Context: an optimization exercise on an open-source flow, tuned for small area and a short achievable clock period. The choices shown serve that exercise and are no tape-out recipe. Where RTL was checked, it was by simulation tests only, not by an equivalence proof against the original.

==> job 6146 <==
==> flow/design.v <==
module Cordic (
  input  wire        in_clk,
  input  wire        in_rst,
  input  wire        in_enable,
  input  wire [15:0] in_x,
  input  wire [15:0] in_y,
  output wire        out_valid,
  output wire [18:0] out_phase,
  output wire [15:0] out_x,
  output wire [15:0] out_y
);
  function [18:0] atan;
    input integer i;
    begin
      case (i)
        0: atan = 19'h0c90f;
        1: atan = 19'h076b1;
        2: atan = 19'h03eb6;
        3: atan = 19'h01fd5;
        4: atan = 19'h00ffa;
        5: atan = 19'h007ff;
        6: atan = 19'h003ff;
        default: atan = 19'h001ff;
      endcase
    end
  endfunction
  reg [12:0] vld;
  always @(posedge in_clk or negedge in_rst)
    if (!in_rst) vld <= 13'b0;
    else         vld <= {vld[11:0], in_enable};
  assign out_valid = vld[12];
  reg signed [16:0] xr [0:8];
  reg signed [16:0] yr [0:8];
  reg        [7:0]  dr [1:9];    
  always @(posedge in_clk) begin
    xr[0] <= {in_x[15], in_x};
    yr[0] <= {in_y[15], in_y};
  end
  genvar i;
  generate
    for (i = 0; i < 8; i = i + 1) begin : g_stage
      wire               d  = yr[i][16];
      wire signed [16:0] xs = xr[i] >>> i;
      wire signed [16:0] ys = yr[i] >>> i;
      wire        [16:0] xn, yn;
      sk17 u_xadd (.a(xr[i]), .b(ys ^ {17{d}}),  .cin(d),  .s(xn));
      sk17 u_yadd (.a(yr[i]), .b(xs ^ {17{~d}}), .cin(~d), .s(yn));
      always @(posedge in_clk) begin
        xr[i+1] <= xn;
        yr[i+1] <= yn;
      end
      if (i == 0) begin : g_d0
        always @(posedge in_clk) dr[1] <= {7'b0, d};
      end else begin : g_dn
        always @(posedge in_clk) dr[i+1] <= (dr[i] & ((8'd1 << i) - 8'd1)) | ({7'b0, d} << i);
      end
    end
  endgenerate
  localparam [27:0] GAINC = 28'h5b70049;
  function [27:0] csa_s;
    input [27:0] a, b, c;
    csa_s = a ^ b ^ c;
  endfunction
  function [27:0] csa_c;
    input [27:0] a, b, c;
    csa_c = {(a[26:0] & b[26:0]) | (a[26:0] & c[26:0]) | (b[26:0] & c[26:0]), 1'b0};
  endfunction
  function [32:0] gain1;   
    input [16:0] v;
    reg   [16:0] u;
    reg   [27:0] r1, r2, r3, r4, r5, s1, c1, t1, e1, s2, c2, s3, c3;
    reg   [12:0] lo;
    begin
      u  = {~v[16], v[15:0]};
      r1 = {u, 11'b0};
      r2 = {2'b0, u, 9'b0};
      r3 = {5'b0, ~u, 6'b0};
      r4 = {8'b0, ~u, 3'b0};
      r5 = {11'b0, ~u};
      s1 = csa_s(r1, r2, r3);
      c1 = csa_c(r1, r2, r3);
      t1 = csa_s(r4, r5, GAINC);
      e1 = csa_c(r4, r5, GAINC);
      s2 = csa_s(s1, c1, t1);
      c2 = csa_c(s1, c1, t1);
      s3 = csa_s(s2, c2, e1);
      c3 = csa_c(s2, c2, e1);
      lo = {1'b0, s3[11:0]} + {1'b0, c3[11:0]};
      gain1 = {lo[12], s3[27:12], c3[27:12]};
    end
  endfunction
  reg [15:0] xs_, ys_, xc_, yc_;   
  reg        xl_, yl_;              
  always @(posedge in_clk) begin
    {xl_, xs_, xc_} <= gain1(xr[8]);
    {yl_, ys_, yc_} <= gain1(yr[8]);
    dr[9]           <= dr[8];
  end
  function [18:0] zsum;
    input [3:0] dirs;
    input integer base;
    integer k;
    begin
      zsum = 19'd0;
      for (k = 0; k < 4; k = k + 1)
        zsum = dirs[k] ? zsum - atan(base + k) : zsum + atan(base + k);
    end
  endfunction
  wire [18:0] zlo [0:15];
  wire [18:0] zhi [0:15];
  genvar j;
  generate
    for (j = 0; j < 16; j = j + 1) begin : g_ztab
      assign zlo[j] = zsum(j, 0);
      assign zhi[j] = zsum(j, 4);
    end
  endgenerate
  reg [15:0] ox, oy;
  reg [18:0] oz;
  always @(posedge in_clk) begin
    ox <= xs_ + xc_ + xl_;
    oy <= ys_ + yc_ + yl_;
    oz <= zlo[dr[9][3:0]] + zhi[dr[9][7:4]];
  end
  assign out_x = ox;
  assign out_y = oy;
  assign out_phase = oz;
endmodule
module sk17 (
  input  wire [16:0] a,
  input  wire [16:0] b,
  input  wire        cin,
  output wire [16:0] s
);
  wire g0_0 = cin;
  wire g0_1 = a[0] & b[0];
  wire p0_1 = a[0] ^ b[0];
  wire g0_2 = a[1] & b[1];
  wire p0_2 = a[1] ^ b[1];
  wire g0_3 = a[2] & b[2];
  wire p0_3 = a[2] ^ b[2];
  wire g0_4 = a[3] & b[3];
  wire p0_4 = a[3] ^ b[3];
  wire g0_5 = a[4] & b[4];
  wire p0_5 = a[4] ^ b[4];
  wire g0_6 = a[5] & b[5];
  wire p0_6 = a[5] ^ b[5];
  wire g0_7 = a[6] & b[6];
  wire p0_7 = a[6] ^ b[6];
  wire g0_8 = a[7] & b[7];
  wire p0_8 = a[7] ^ b[7];
  wire g0_9 = a[8] & b[8];
  wire p0_9 = a[8] ^ b[8];
  wire g0_10 = a[9] & b[9];
  wire p0_10 = a[9] ^ b[9];
  wire g0_11 = a[10] & b[10];
  wire p0_11 = a[10] ^ b[10];
  wire g0_12 = a[11] & b[11];
  wire p0_12 = a[11] ^ b[11];
  wire g0_13 = a[12] & b[12];
  wire p0_13 = a[12] ^ b[12];
  wire g0_14 = a[13] & b[13];
  wire p0_14 = a[13] ^ b[13];
  wire g0_15 = a[14] & b[14];
  wire p0_15 = a[14] ^ b[14];
  wire g0_16 = a[15] & b[15];
  wire p0_16 = a[15] ^ b[15];
  wire g0_17 = a[16] & b[16];
  wire p0_17 = a[16] ^ b[16];
  wire g1_1 = g0_1 | (p0_1 & g0_0);
  wire g1_3 = g0_3 | (p0_3 & g0_2);
  wire p1_3 = p0_3 & p0_2;
  wire g1_5 = g0_5 | (p0_5 & g0_4);
  wire p1_5 = p0_5 & p0_4;
  wire g1_7 = g0_7 | (p0_7 & g0_6);
  wire p1_7 = p0_7 & p0_6;
  wire g1_9 = g0_9 | (p0_9 & g0_8);
  wire p1_9 = p0_9 & p0_8;
  wire g1_11 = g0_11 | (p0_11 & g0_10);
  wire p1_11 = p0_11 & p0_10;
  wire g1_13 = g0_13 | (p0_13 & g0_12);
  wire p1_13 = p0_13 & p0_12;
  wire g1_15 = g0_15 | (p0_15 & g0_14);
  wire p1_15 = p0_15 & p0_14;
  wire g1_17 = g0_17 | (p0_17 & g0_16);
  wire p1_17 = p0_17 & p0_16;
  wire g2_2 = g0_2 | (p0_2 & g1_1);
  wire g2_3 = g1_3 | (p1_3 & g1_1);
  wire g2_6 = g0_6 | (p0_6 & g1_5);
  wire p2_6 = p0_6 & p1_5;
  wire g2_7 = g1_7 | (p1_7 & g1_5);
  wire p2_7 = p1_7 & p1_5;
  wire g2_10 = g0_10 | (p0_10 & g1_9);
  wire p2_10 = p0_10 & p1_9;
  wire g2_11 = g1_11 | (p1_11 & g1_9);
  wire p2_11 = p1_11 & p1_9;
  wire g2_14 = g0_14 | (p0_14 & g1_13);
  wire p2_14 = p0_14 & p1_13;
  wire g2_15 = g1_15 | (p1_15 & g1_13);
  wire p2_15 = p1_15 & p1_13;
  wire g3_4 = g0_4 | (p0_4 & g2_3);
  wire g3_5 = g1_5 | (p1_5 & g2_3);
  wire g3_6 = g2_6 | (p2_6 & g2_3);
  wire g3_7 = g2_7 | (p2_7 & g2_3);
  wire g3_12 = g0_12 | (p0_12 & g2_11);
  wire p3_12 = p0_12 & p2_11;
  wire g3_13 = g1_13 | (p1_13 & g2_11);
  wire p3_13 = p1_13 & p2_11;
  wire g3_14 = g2_14 | (p2_14 & g2_11);
  wire p3_14 = p2_14 & p2_11;
  wire g3_15 = g2_15 | (p2_15 & g2_11);
  wire p3_15 = p2_15 & p2_11;
  wire g4_8 = g0_8 | (p0_8 & g3_7);
  wire g4_9 = g1_9 | (p1_9 & g3_7);
  wire g4_10 = g2_10 | (p2_10 & g3_7);
  wire g4_11 = g2_11 | (p2_11 & g3_7);
  wire g4_12 = g3_12 | (p3_12 & g3_7);
  wire g4_13 = g3_13 | (p3_13 & g3_7);
  wire g4_14 = g3_14 | (p3_14 & g3_7);
  wire g4_15 = g3_15 | (p3_15 & g3_7);
  wire g5_16 = g0_16 | (p0_16 & g4_15);
  wire g5_17 = g1_17 | (p1_17 & g4_15);
  assign s[0] = a[0] ^ b[0] ^ g0_0;
  assign s[1] = a[1] ^ b[1] ^ g1_1;
  assign s[2] = a[2] ^ b[2] ^ g2_2;
  assign s[3] = a[3] ^ b[3] ^ g2_3;
  assign s[4] = a[4] ^ b[4] ^ g3_4;
  assign s[5] = a[5] ^ b[5] ^ g3_5;
  assign s[6] = a[6] ^ b[6] ^ g3_6;
  assign s[7] = a[7] ^ b[7] ^ g3_7;
  assign s[8] = a[8] ^ b[8] ^ g4_8;
  assign s[9] = a[9] ^ b[9] ^ g4_9;
  assign s[10] = a[10] ^ b[10] ^ g4_10;
  assign s[11] = a[11] ^ b[11] ^ g4_11;
  assign s[12] = a[12] ^ b[12] ^ g4_12;
  assign s[13] = a[13] ^ b[13] ^ g4_13;
  assign s[14] = a[14] ^ b[14] ^ g4_14;
  assign s[15] = a[15] ^ b[15] ^ g4_15;
  assign s[16] = a[16] ^ b[16] ^ g5_16;
endmodule
module CordicVectoring (
  input  wire        in_clk,
  input  wire        in_rst,
  input  wire        in_enable,
  input  wire [15:0] in_x,
  input  wire [15:0] in_y,
  output wire        out_valid,
  output wire [18:0] out_phase,
  output wire [15:0] out_x,
  output wire [15:0] out_y
);
  Cordic u_cordic (
    .in_clk    (in_clk),
    .in_rst    (in_rst),
    .in_enable (in_enable),
    .in_x      (in_x),
    .in_y      (in_y),
    .out_valid (out_valid),
    .out_phase (out_phase),
    .out_x     (out_x),
    .out_y     (out_y)
  );
endmodule
==> flow/flow/run.sh <==
#!/bin/bash
set -euo pipefail
bash standard.sh \
  SETUP_SLACK_MARGIN=${MARGIN:-5.9} \
  "BUFFER_PORTS_ARGS=-buffer_cell sky130_fd_sc_hd__buf_2" \
  finish > standard.log 2>&1
==> flow/standard.sh <==
#!/bin/bash
# synth_recipe.tcl (not shown) runs the flow's synth.tcl, then flattens the netlist and writes it again
# the make line also repeats each setting of config.mk as NAME=value (left out here)
make -C /OpenROAD-flow-scripts/flow DESIGN_CONFIG=/design/flow/config.mk WORK_HOME=/design/flow/orfs CLKGATE_MAP_FILE= SYNTH_SCRIPT=/design/flow/synth_recipe.tcl "${@:-finish}"
==> flow/config.mk <==
export PLATFORM = sky130hd
export DESIGN_NAME = CordicVectoring
export DESIGN_NICKNAME = CordicVectoring
export VERILOG_FILES = /design/flow/design.v
export SDC_FILE = /design/flow/constraint.sdc
export NUM_CORES = 4
export LEC_CHECK = 0
export ABC_AREA = 1
export CAP_MARGIN = 20
export CORE_MARGIN = 2
export CORE_UTILIZATION = 40
export SLEW_MARGIN = 20
==> flow/constraint.sdc <==
create_clock -name core_clock -period 9.0 [get_ports {in_clk}]
set_input_delay 1.8000 -clock core_clock [delete_from_list [all_inputs] [get_ports {in_clk}]]
set_output_delay 1.8000 -clock core_clock [all_outputs]
set_load 0.01 [all_outputs]
==> job 2087: changes against job 6146 <==
==> flow/design.v, changed modules only <==
module Cordic (
  input  wire        in_clk,
  input  wire        in_rst,
  input  wire        in_enable,
  input  wire [15:0] in_x,
  input  wire [15:0] in_y,
  output wire        out_valid,
  output wire [18:0] out_phase,
  output wire [15:0] out_x,
  output wire [15:0] out_y
);
  function [18:0] atan;
    input integer i;
    begin
      case (i)
        0: atan = 19'h0c90f;
        1: atan = 19'h076b1;
        2: atan = 19'h03eb6;
        3: atan = 19'h01fd5;
        4: atan = 19'h00ffa;
        5: atan = 19'h007ff;
        6: atan = 19'h003ff;
        default: atan = 19'h001ff;
      endcase
    end
  endfunction
  reg [12:0] vld;
  always @(posedge in_clk or negedge in_rst)
    if (!in_rst) vld <= 13'b0;
    else         vld <= {vld[11:0], in_enable};
  assign out_valid = vld[12];
  reg signed [16:0] xr [0:8];
  reg signed [16:0] yr [0:8];
  reg        [7:0]  dr [1:9];    
  always @(posedge in_clk) begin
    xr[0] <= {in_x[15], in_x};
    yr[0] <= {in_y[15], in_y};
  end
  genvar i;
  generate
    for (i = 0; i < 8; i = i + 1) begin : g_stage
      wire               d  = yr[i][16];
      wire signed [16:0] xs = xr[i] >>> i;
      wire signed [16:0] ys = yr[i] >>> i;
      wire        [16:0] xn, yn;
      ks17 u_xadd (.a(xr[i]), .b(ys ^ {17{d}}),  .cin(d),  .s(xn));
      ks17 u_yadd (.a(yr[i]), .b(xs ^ {17{~d}}), .cin(~d), .s(yn));
      always @(posedge in_clk) begin
        xr[i+1] <= xn;
        yr[i+1] <= yn;
      end
      if (i == 0) begin : g_d0
        always @(posedge in_clk) dr[1] <= {7'b0, d};
      end else begin : g_dn
        always @(posedge in_clk) dr[i+1] <= (dr[i] & ((8'd1 << i) - 8'd1)) | ({7'b0, d} << i);
      end
    end
  endgenerate
  localparam [27:0] GAINC = 28'h5b70049;
  function [27:0] csa_s;
    input [27:0] a, b, c;
    csa_s = a ^ b ^ c;
  endfunction
  function [27:0] csa_c;
    input [27:0] a, b, c;
    csa_c = {(a[26:0] & b[26:0]) | (a[26:0] & c[26:0]) | (b[26:0] & c[26:0]), 1'b0};
  endfunction
  function [32:0] gain1;   
    input [16:0] v;
    reg   [16:0] u;
    reg   [27:0] r1, r2, r3, r4, r5, s1, c1, t1, e1, s2, c2, s3, c3;
    reg   [12:0] lo;
    begin
      u  = {~v[16], v[15:0]};
      r1 = {u, 11'b0};
      r2 = {2'b0, u, 9'b0};
      r3 = {5'b0, ~u, 6'b0};
      r4 = {8'b0, ~u, 3'b0};
      r5 = {11'b0, ~u};
      s1 = csa_s(r1, r2, r3);
      c1 = csa_c(r1, r2, r3);
      t1 = csa_s(r4, r5, GAINC);
      e1 = csa_c(r4, r5, GAINC);
      s2 = csa_s(s1, c1, t1);
      c2 = csa_c(s1, c1, t1);
      s3 = csa_s(s2, c2, e1);
      c3 = csa_c(s2, c2, e1);
      lo = {1'b0, s3[11:0]} + {1'b0, c3[11:0]};
      gain1 = {lo[12], s3[27:12], c3[27:12]};
    end
  endfunction
  reg [15:0] xs_, ys_, xc_, yc_;   
  reg        xl_, yl_;              
  always @(posedge in_clk) begin
    {xl_, xs_, xc_} <= gain1(xr[8]);
    {yl_, ys_, yc_} <= gain1(yr[8]);
    dr[9]           <= dr[8];
  end
  function [18:0] zsum;
    input [3:0] dirs;
    input integer base;
    integer k;
    begin
      zsum = 19'd0;
      for (k = 0; k < 4; k = k + 1)
        zsum = dirs[k] ? zsum - atan(base + k) : zsum + atan(base + k);
    end
  endfunction
  wire [18:0] zlo [0:15];
  wire [18:0] zhi [0:15];
  genvar j;
  generate
    for (j = 0; j < 16; j = j + 1) begin : g_ztab
      assign zlo[j] = zsum(j, 0);
      assign zhi[j] = zsum(j, 4);
    end
  endgenerate
  reg [15:0] ox, oy;
  reg [18:0] oz;
  always @(posedge in_clk) begin
    ox <= xs_ + xc_ + xl_;
    oy <= ys_ + yc_ + yl_;
    oz <= zlo[dr[9][3:0]] + zhi[dr[9][7:4]];
  end
  assign out_x = ox;
  assign out_y = oy;
  assign out_phase = oz;
endmodule
module ks17 (
  input  wire [16:0] a,
  input  wire [16:0] b,
  input  wire        cin,
  output wire [16:0] s
);
  wire g0_0 = cin;
  wire g0_1 = a[0] & b[0];
  wire p0_1 = a[0] ^ b[0];
  wire g0_2 = a[1] & b[1];
  wire p0_2 = a[1] ^ b[1];
  wire g0_3 = a[2] & b[2];
  wire p0_3 = a[2] ^ b[2];
  wire g0_4 = a[3] & b[3];
  wire p0_4 = a[3] ^ b[3];
  wire g0_5 = a[4] & b[4];
  wire p0_5 = a[4] ^ b[4];
  wire g0_6 = a[5] & b[5];
  wire p0_6 = a[5] ^ b[5];
  wire g0_7 = a[6] & b[6];
  wire p0_7 = a[6] ^ b[6];
  wire g0_8 = a[7] & b[7];
  wire p0_8 = a[7] ^ b[7];
  wire g0_9 = a[8] & b[8];
  wire p0_9 = a[8] ^ b[8];
  wire g0_10 = a[9] & b[9];
  wire p0_10 = a[9] ^ b[9];
  wire g0_11 = a[10] & b[10];
  wire p0_11 = a[10] ^ b[10];
  wire g0_12 = a[11] & b[11];
  wire p0_12 = a[11] ^ b[11];
  wire g0_13 = a[12] & b[12];
  wire p0_13 = a[12] ^ b[12];
  wire g0_14 = a[13] & b[13];
  wire p0_14 = a[13] ^ b[13];
  wire g0_15 = a[14] & b[14];
  wire p0_15 = a[14] ^ b[14];
  wire g0_16 = a[15] & b[15];
  wire p0_16 = a[15] ^ b[15];
  wire g0_17 = a[16] & b[16];
  wire p0_17 = a[16] ^ b[16];
  wire g1_1 = g0_1 | (p0_1 & g0_0);
  wire g1_2 = g0_2 | (p0_2 & g0_1);
  wire p1_2 = p0_2 & p0_1;
  wire g1_3 = g0_3 | (p0_3 & g0_2);
  wire p1_3 = p0_3 & p0_2;
  wire g1_4 = g0_4 | (p0_4 & g0_3);
  wire p1_4 = p0_4 & p0_3;
  wire g1_5 = g0_5 | (p0_5 & g0_4);
  wire p1_5 = p0_5 & p0_4;
  wire g1_6 = g0_6 | (p0_6 & g0_5);
  wire p1_6 = p0_6 & p0_5;
  wire g1_7 = g0_7 | (p0_7 & g0_6);
  wire p1_7 = p0_7 & p0_6;
  wire g1_8 = g0_8 | (p0_8 & g0_7);
  wire p1_8 = p0_8 & p0_7;
  wire g1_9 = g0_9 | (p0_9 & g0_8);
  wire p1_9 = p0_9 & p0_8;
  wire g1_10 = g0_10 | (p0_10 & g0_9);
  wire p1_10 = p0_10 & p0_9;
  wire g1_11 = g0_11 | (p0_11 & g0_10);
  wire p1_11 = p0_11 & p0_10;
  wire g1_12 = g0_12 | (p0_12 & g0_11);
  wire p1_12 = p0_12 & p0_11;
  wire g1_13 = g0_13 | (p0_13 & g0_12);
  wire p1_13 = p0_13 & p0_12;
  wire g1_14 = g0_14 | (p0_14 & g0_13);
  wire p1_14 = p0_14 & p0_13;
  wire g1_15 = g0_15 | (p0_15 & g0_14);
  wire p1_15 = p0_15 & p0_14;
  wire g1_16 = g0_16 | (p0_16 & g0_15);
  wire p1_16 = p0_16 & p0_15;
  wire g1_17 = g0_17 | (p0_17 & g0_16);
  wire p1_17 = p0_17 & p0_16;
  wire g2_2 = g1_2 | (p1_2 & g0_0);
  wire g2_3 = g1_3 | (p1_3 & g1_1);
  wire g2_4 = g1_4 | (p1_4 & g1_2);
  wire p2_4 = p1_4 & p1_2;
  wire g2_5 = g1_5 | (p1_5 & g1_3);
  wire p2_5 = p1_5 & p1_3;
  wire g2_6 = g1_6 | (p1_6 & g1_4);
  wire p2_6 = p1_6 & p1_4;
  wire g2_7 = g1_7 | (p1_7 & g1_5);
  wire p2_7 = p1_7 & p1_5;
  wire g2_8 = g1_8 | (p1_8 & g1_6);
  wire p2_8 = p1_8 & p1_6;
  wire g2_9 = g1_9 | (p1_9 & g1_7);
  wire p2_9 = p1_9 & p1_7;
  wire g2_10 = g1_10 | (p1_10 & g1_8);
  wire p2_10 = p1_10 & p1_8;
  wire g2_11 = g1_11 | (p1_11 & g1_9);
  wire p2_11 = p1_11 & p1_9;
  wire g2_12 = g1_12 | (p1_12 & g1_10);
  wire p2_12 = p1_12 & p1_10;
  wire g2_13 = g1_13 | (p1_13 & g1_11);
  wire p2_13 = p1_13 & p1_11;
  wire g2_14 = g1_14 | (p1_14 & g1_12);
  wire p2_14 = p1_14 & p1_12;
  wire g2_15 = g1_15 | (p1_15 & g1_13);
  wire p2_15 = p1_15 & p1_13;
  wire g2_16 = g1_16 | (p1_16 & g1_14);
  wire p2_16 = p1_16 & p1_14;
  wire g2_17 = g1_17 | (p1_17 & g1_15);
  wire p2_17 = p1_17 & p1_15;
  wire g3_4 = g2_4 | (p2_4 & g0_0);
  wire g3_5 = g2_5 | (p2_5 & g1_1);
  wire g3_6 = g2_6 | (p2_6 & g2_2);
  wire g3_7 = g2_7 | (p2_7 & g2_3);
  wire g3_8 = g2_8 | (p2_8 & g2_4);
  wire p3_8 = p2_8 & p2_4;
  wire g3_9 = g2_9 | (p2_9 & g2_5);
  wire p3_9 = p2_9 & p2_5;
  wire g3_10 = g2_10 | (p2_10 & g2_6);
  wire p3_10 = p2_10 & p2_6;
  wire g3_11 = g2_11 | (p2_11 & g2_7);
  wire p3_11 = p2_11 & p2_7;
  wire g3_12 = g2_12 | (p2_12 & g2_8);
  wire p3_12 = p2_12 & p2_8;
  wire g3_13 = g2_13 | (p2_13 & g2_9);
  wire p3_13 = p2_13 & p2_9;
  wire g3_14 = g2_14 | (p2_14 & g2_10);
  wire p3_14 = p2_14 & p2_10;
  wire g3_15 = g2_15 | (p2_15 & g2_11);
  wire p3_15 = p2_15 & p2_11;
  wire g3_16 = g2_16 | (p2_16 & g2_12);
  wire p3_16 = p2_16 & p2_12;
  wire g3_17 = g2_17 | (p2_17 & g2_13);
  wire p3_17 = p2_17 & p2_13;
  wire g4_8 = g3_8 | (p3_8 & g0_0);
  wire g4_9 = g3_9 | (p3_9 & g1_1);
  wire g4_10 = g3_10 | (p3_10 & g2_2);
  wire g4_11 = g3_11 | (p3_11 & g2_3);
  wire g4_12 = g3_12 | (p3_12 & g3_4);
  wire g4_13 = g3_13 | (p3_13 & g3_5);
  wire g4_14 = g3_14 | (p3_14 & g3_6);
  wire g4_15 = g3_15 | (p3_15 & g3_7);
  wire g4_16 = g3_16 | (p3_16 & g3_8);
  wire p4_16 = p3_16 & p3_8;
  wire g4_17 = g3_17 | (p3_17 & g3_9);
  wire p4_17 = p3_17 & p3_9;
  wire g5_16 = g4_16 | (p4_16 & g0_0);
  wire g5_17 = g4_17 | (p4_17 & g1_1);
  assign s[0] = a[0] ^ b[0] ^ g0_0;
  assign s[1] = a[1] ^ b[1] ^ g1_1;
  assign s[2] = a[2] ^ b[2] ^ g2_2;
  assign s[3] = a[3] ^ b[3] ^ g2_3;
  assign s[4] = a[4] ^ b[4] ^ g3_4;
  assign s[5] = a[5] ^ b[5] ^ g3_5;
  assign s[6] = a[6] ^ b[6] ^ g3_6;
  assign s[7] = a[7] ^ b[7] ^ g3_7;
  assign s[8] = a[8] ^ b[8] ^ g4_8;
  assign s[9] = a[9] ^ b[9] ^ g4_9;
  assign s[10] = a[10] ^ b[10] ^ g4_10;
  assign s[11] = a[11] ^ b[11] ^ g4_11;
  assign s[12] = a[12] ^ b[12] ^ g4_12;
  assign s[13] = a[13] ^ b[13] ^ g4_13;
  assign s[14] = a[14] ^ b[14] ^ g4_14;
  assign s[15] = a[15] ^ b[15] ^ g4_15;
  assign s[16] = a[16] ^ b[16] ^ g5_16;
endmodule
// module sk17 removed
==> flow/flow/run.sh (replaced) <==
#!/bin/bash
set -euo pipefail
bash standard.sh \
  SETUP_SLACK_MARGIN=6.0 \
  "BUFFER_PORTS_ARGS=-buffer_cell sky130_fd_sc_hd__buf_2" \
  finish > standard.log 2>&1
--- a/flow/config.mk
+++ b/flow/config.mk
@@ -7,6 +7,7 @@
 export LEC_CHECK = 0
-export ABC_AREA = 1
 export CAP_MARGIN = 20
 export CORE_MARGIN = 2
-export CORE_UTILIZATION = 40
+export CORE_UTILIZATION = 55
+export CTS_CLUSTER_DIAMETER = 100
+export CTS_CLUSTER_SIZE = 30
 export SLEW_MARGIN = 20
==> job 7855: changes against job 6146 <==
==> flow/flow/run.sh (replaced) <==
#!/bin/bash
set -euo pipefail
bash standard.sh \
  SETUP_SLACK_MARGIN=${MARGIN:-6.0} \
  "BUFFER_PORTS_ARGS=-buffer_cell sky130_fd_sc_hd__buf_2" \
  finish > standard.log 2>&1
--- a/flow/config.mk
+++ b/flow/config.mk
@@ -7,3 +7,2 @@
 export LEC_CHECK = 0
-export ABC_AREA = 1
 export CAP_MARGIN = 20
@@ -11,2 +10,4 @@
 export CORE_UTILIZATION = 40
+export CTS_CLUSTER_DIAMETER = 100
+export CTS_CLUSTER_SIZE = 24
 export SLEW_MARGIN = 20
==> job 7031: changes against job 6146 <==
==> flow/design.v, changed modules only <==
module Cordic (
  input  wire        in_clk,
  input  wire        in_rst,
  input  wire        in_enable,
  input  wire [15:0] in_x,
  input  wire [15:0] in_y,
  output wire        out_valid,
  output wire [18:0] out_phase,
  output wire [15:0] out_x,
  output wire [15:0] out_y
);
  function [18:0] atan;
    input integer i;
    begin
      case (i)
        0: atan = 19'h0c90f;
        1: atan = 19'h076b1;
        2: atan = 19'h03eb6;
        3: atan = 19'h01fd5;
        4: atan = 19'h00ffa;
        5: atan = 19'h007ff;
        6: atan = 19'h003ff;
        default: atan = 19'h001ff;
      endcase
    end
  endfunction
  reg [12:0] vld;
  always @(posedge in_clk or negedge in_rst)
    if (!in_rst) vld <= 13'b0;
    else         vld <= {vld[11:0], in_enable};
  assign out_valid = vld[12];
  reg signed [16:0] xr [0:8];
  reg signed [16:0] yr [0:8];
  reg        [7:0]  dr [1:9];    
  always @(posedge in_clk) begin
    xr[0] <= {in_x[15], in_x};
    yr[0] <= {in_y[15], in_y};
  end
  genvar i;
  generate
    for (i = 0; i < 8; i = i + 1) begin : g_stage
      wire               d  = yr[i][16];
      wire signed [16:0] xs = xr[i] >>> i;
      wire signed [16:0] ys = yr[i] >>> i;
      wire        [16:0] xn, yn;
      sk17 u_xadd (.a(xr[i]), .b(ys ^ {17{d}}),  .cin(d),  .s(xn));
      sk17 u_yadd (.a(yr[i]), .b(xs ^ {17{~d}}), .cin(~d), .s(yn));
      always @(posedge in_clk) begin
        xr[i+1] <= xn;
        yr[i+1] <= yn;
      end
      if (i == 0) begin : g_d0
        always @(posedge in_clk) dr[1] <= {7'b0, d};
      end else begin : g_dn
        always @(posedge in_clk) dr[i+1] <= (dr[i] & ((8'd1 << i) - 8'd1)) | ({7'b0, d} << i);
      end
    end
  endgenerate
  reg [15:0] xa, ya;      
  reg [11:0] xb, yb;      
  reg        xc, yc;      
  function [28:0] gain1;   
    input signed [16:0] v;
    reg signed [18:0] a;
    reg signed [23:0] b;
    reg        [3:0]  lo;
    begin
      a  = (v <<< 2) + v;
      b  = (v <<< 6) + (v <<< 3) + v;
      lo = {1'b0, a[2:0]} - {1'b0, b[11:9]} - {3'b0, |v[8:0]};
      gain1 = {lo[3], a[18:3], b[23:12]};
    end
  endfunction
  wire [28:0] gx = gain1(xr[8]);
  wire [28:0] gy = gain1(yr[8]);
  always @(posedge in_clk) begin
    {xc, xa, xb} <= gx;
    {yc, ya, yb} <= gy;
    dr[9]        <= dr[8];
  end
  function [18:0] zsum;
    input [3:0] dirs;
    input integer base;
    integer k;
    begin
      zsum = 19'd0;
      for (k = 0; k < 4; k = k + 1)
        zsum = dirs[k] ? zsum - atan(base + k) : zsum + atan(base + k);
    end
  endfunction
  wire [18:0] zlo [0:15];
  wire [18:0] zhi [0:15];
  genvar j;
  generate
    for (j = 0; j < 16; j = j + 1) begin : g_ztab
      assign zlo[j] = zsum(j, 0);
      assign zhi[j] = zsum(j, 4);
    end
  endgenerate
  reg [15:0] ox, oy;
  reg [18:0] oz;
  always @(posedge in_clk) begin
    ox <= xa - {{4{xb[11]}}, xb} - xc;
    oy <= ya - {{4{yb[11]}}, yb} - yc;
    oz <= zlo[dr[9][3:0]] + zhi[dr[9][7:4]];
  end
  assign out_x = ox;
  assign out_y = oy;
  assign out_phase = oz;
endmodule
==> flow/flow/run.sh (replaced) <==
#!/bin/bash
set -euo pipefail
bash standard.sh \
  SETUP_SLACK_MARGIN=${MARGIN:-6.0} \
  "BUFFER_PORTS_ARGS=-buffer_cell sky130_fd_sc_hd__buf_2" \
  finish > standard.log 2>&1
--- a/flow/config.mk
+++ b/flow/config.mk
@@ -7,3 +7,2 @@
 export LEC_CHECK = 0
-export ABC_AREA = 1
 export CAP_MARGIN = 20
==> results.sh <==
export IMPL_die_h_um=272
export IMPL_firstDrtPassIters=5
export IMPL_fin_crit_ns=2.91
export IMPL_worstSkewPairLatency_ns=0.62
export IMPL_status="complete, no violations"
The numbers above come from job 6146.

==> results.sh <==
export IMPL_die_h_um=232
export IMPL_status="complete, no violations"
export IMPL_reg2reg_from="u_cordic.dr[9][0]"
export IMPL_grt_max_degree=39
export IMPL_viasPerCell=5.47
export IMPL_fin_crit_ns=3.22
export IMPL_synthArstFlopShare=0.0273
export IMPL_worstSkewPairLatency_ns=0.59
The numbers above come from job 2087.

==> results.sh <==
export IMPL_worstSkewPairLatency_ns=0.63
export IMPL_synth_top_area_cell="dfxtp_1"
export IMPL_seq_area_frac=0.295
export IMPL_mostFrequentLayoutCells="dfxtp_1, ha_1, inv_1"
export IMPL_fin_crit_ns=2.99
export IMPL_status="complete, no violations"
The numbers above come from job 7031.

==> results.sh <==
export IMPL_firstDrtPassIters=4
export IMPL_status="complete, no violations"
export IMPL_die_h_um=259
export IMPL_fin_crit_ns=2.95
The numbers above come from job 7855.

Function not checked in job 2087: the RTL went through the layout flow alone.

## afterwards: timing with drivers on the ports
No port has a modelled driver above. Below, the same layouts with a new extraction and two added sets of constraints. Step 1, drivers: a clkbuf_16 drives in_clk and a buf_2 each remaining input, both assumed. Step 2, shift: input delay + t, output delay - t, t = (earliest + latest rising clock arrival at the registers) / 2. This alone moves slack from input paths to output paths. Slacks: no drivers / after step 1 / after step 2; pairs: no drivers / after step 1.
run | t (ns) | slack for setup (ns) | worst setup path after step 2 | clock arrival spread, ns | slew at the worst register clock pin (ns)
job 6146 | 0.671 | 6.087 / 6.024 / 6.119 | register to register | 0.021 / 0.021 | 0.06 / 0.06
job 2087 | 0.635 | 5.784 / 5.784 / 5.784 | register to register | 0.035 / 0.035 | 0.11 / 0.11
job 7855 | 0.637 | 6.050 / 6.050 / 6.050 | register to register | 0.026 / 0.026 | 0.10 / 0.10
job 7031 | 0.671 | 6.012 / 6.012 / 6.012 | register to register | 0.045 / 0.044 | 0.06 / 0.06
After both steps every run listed still meets setup and hold.
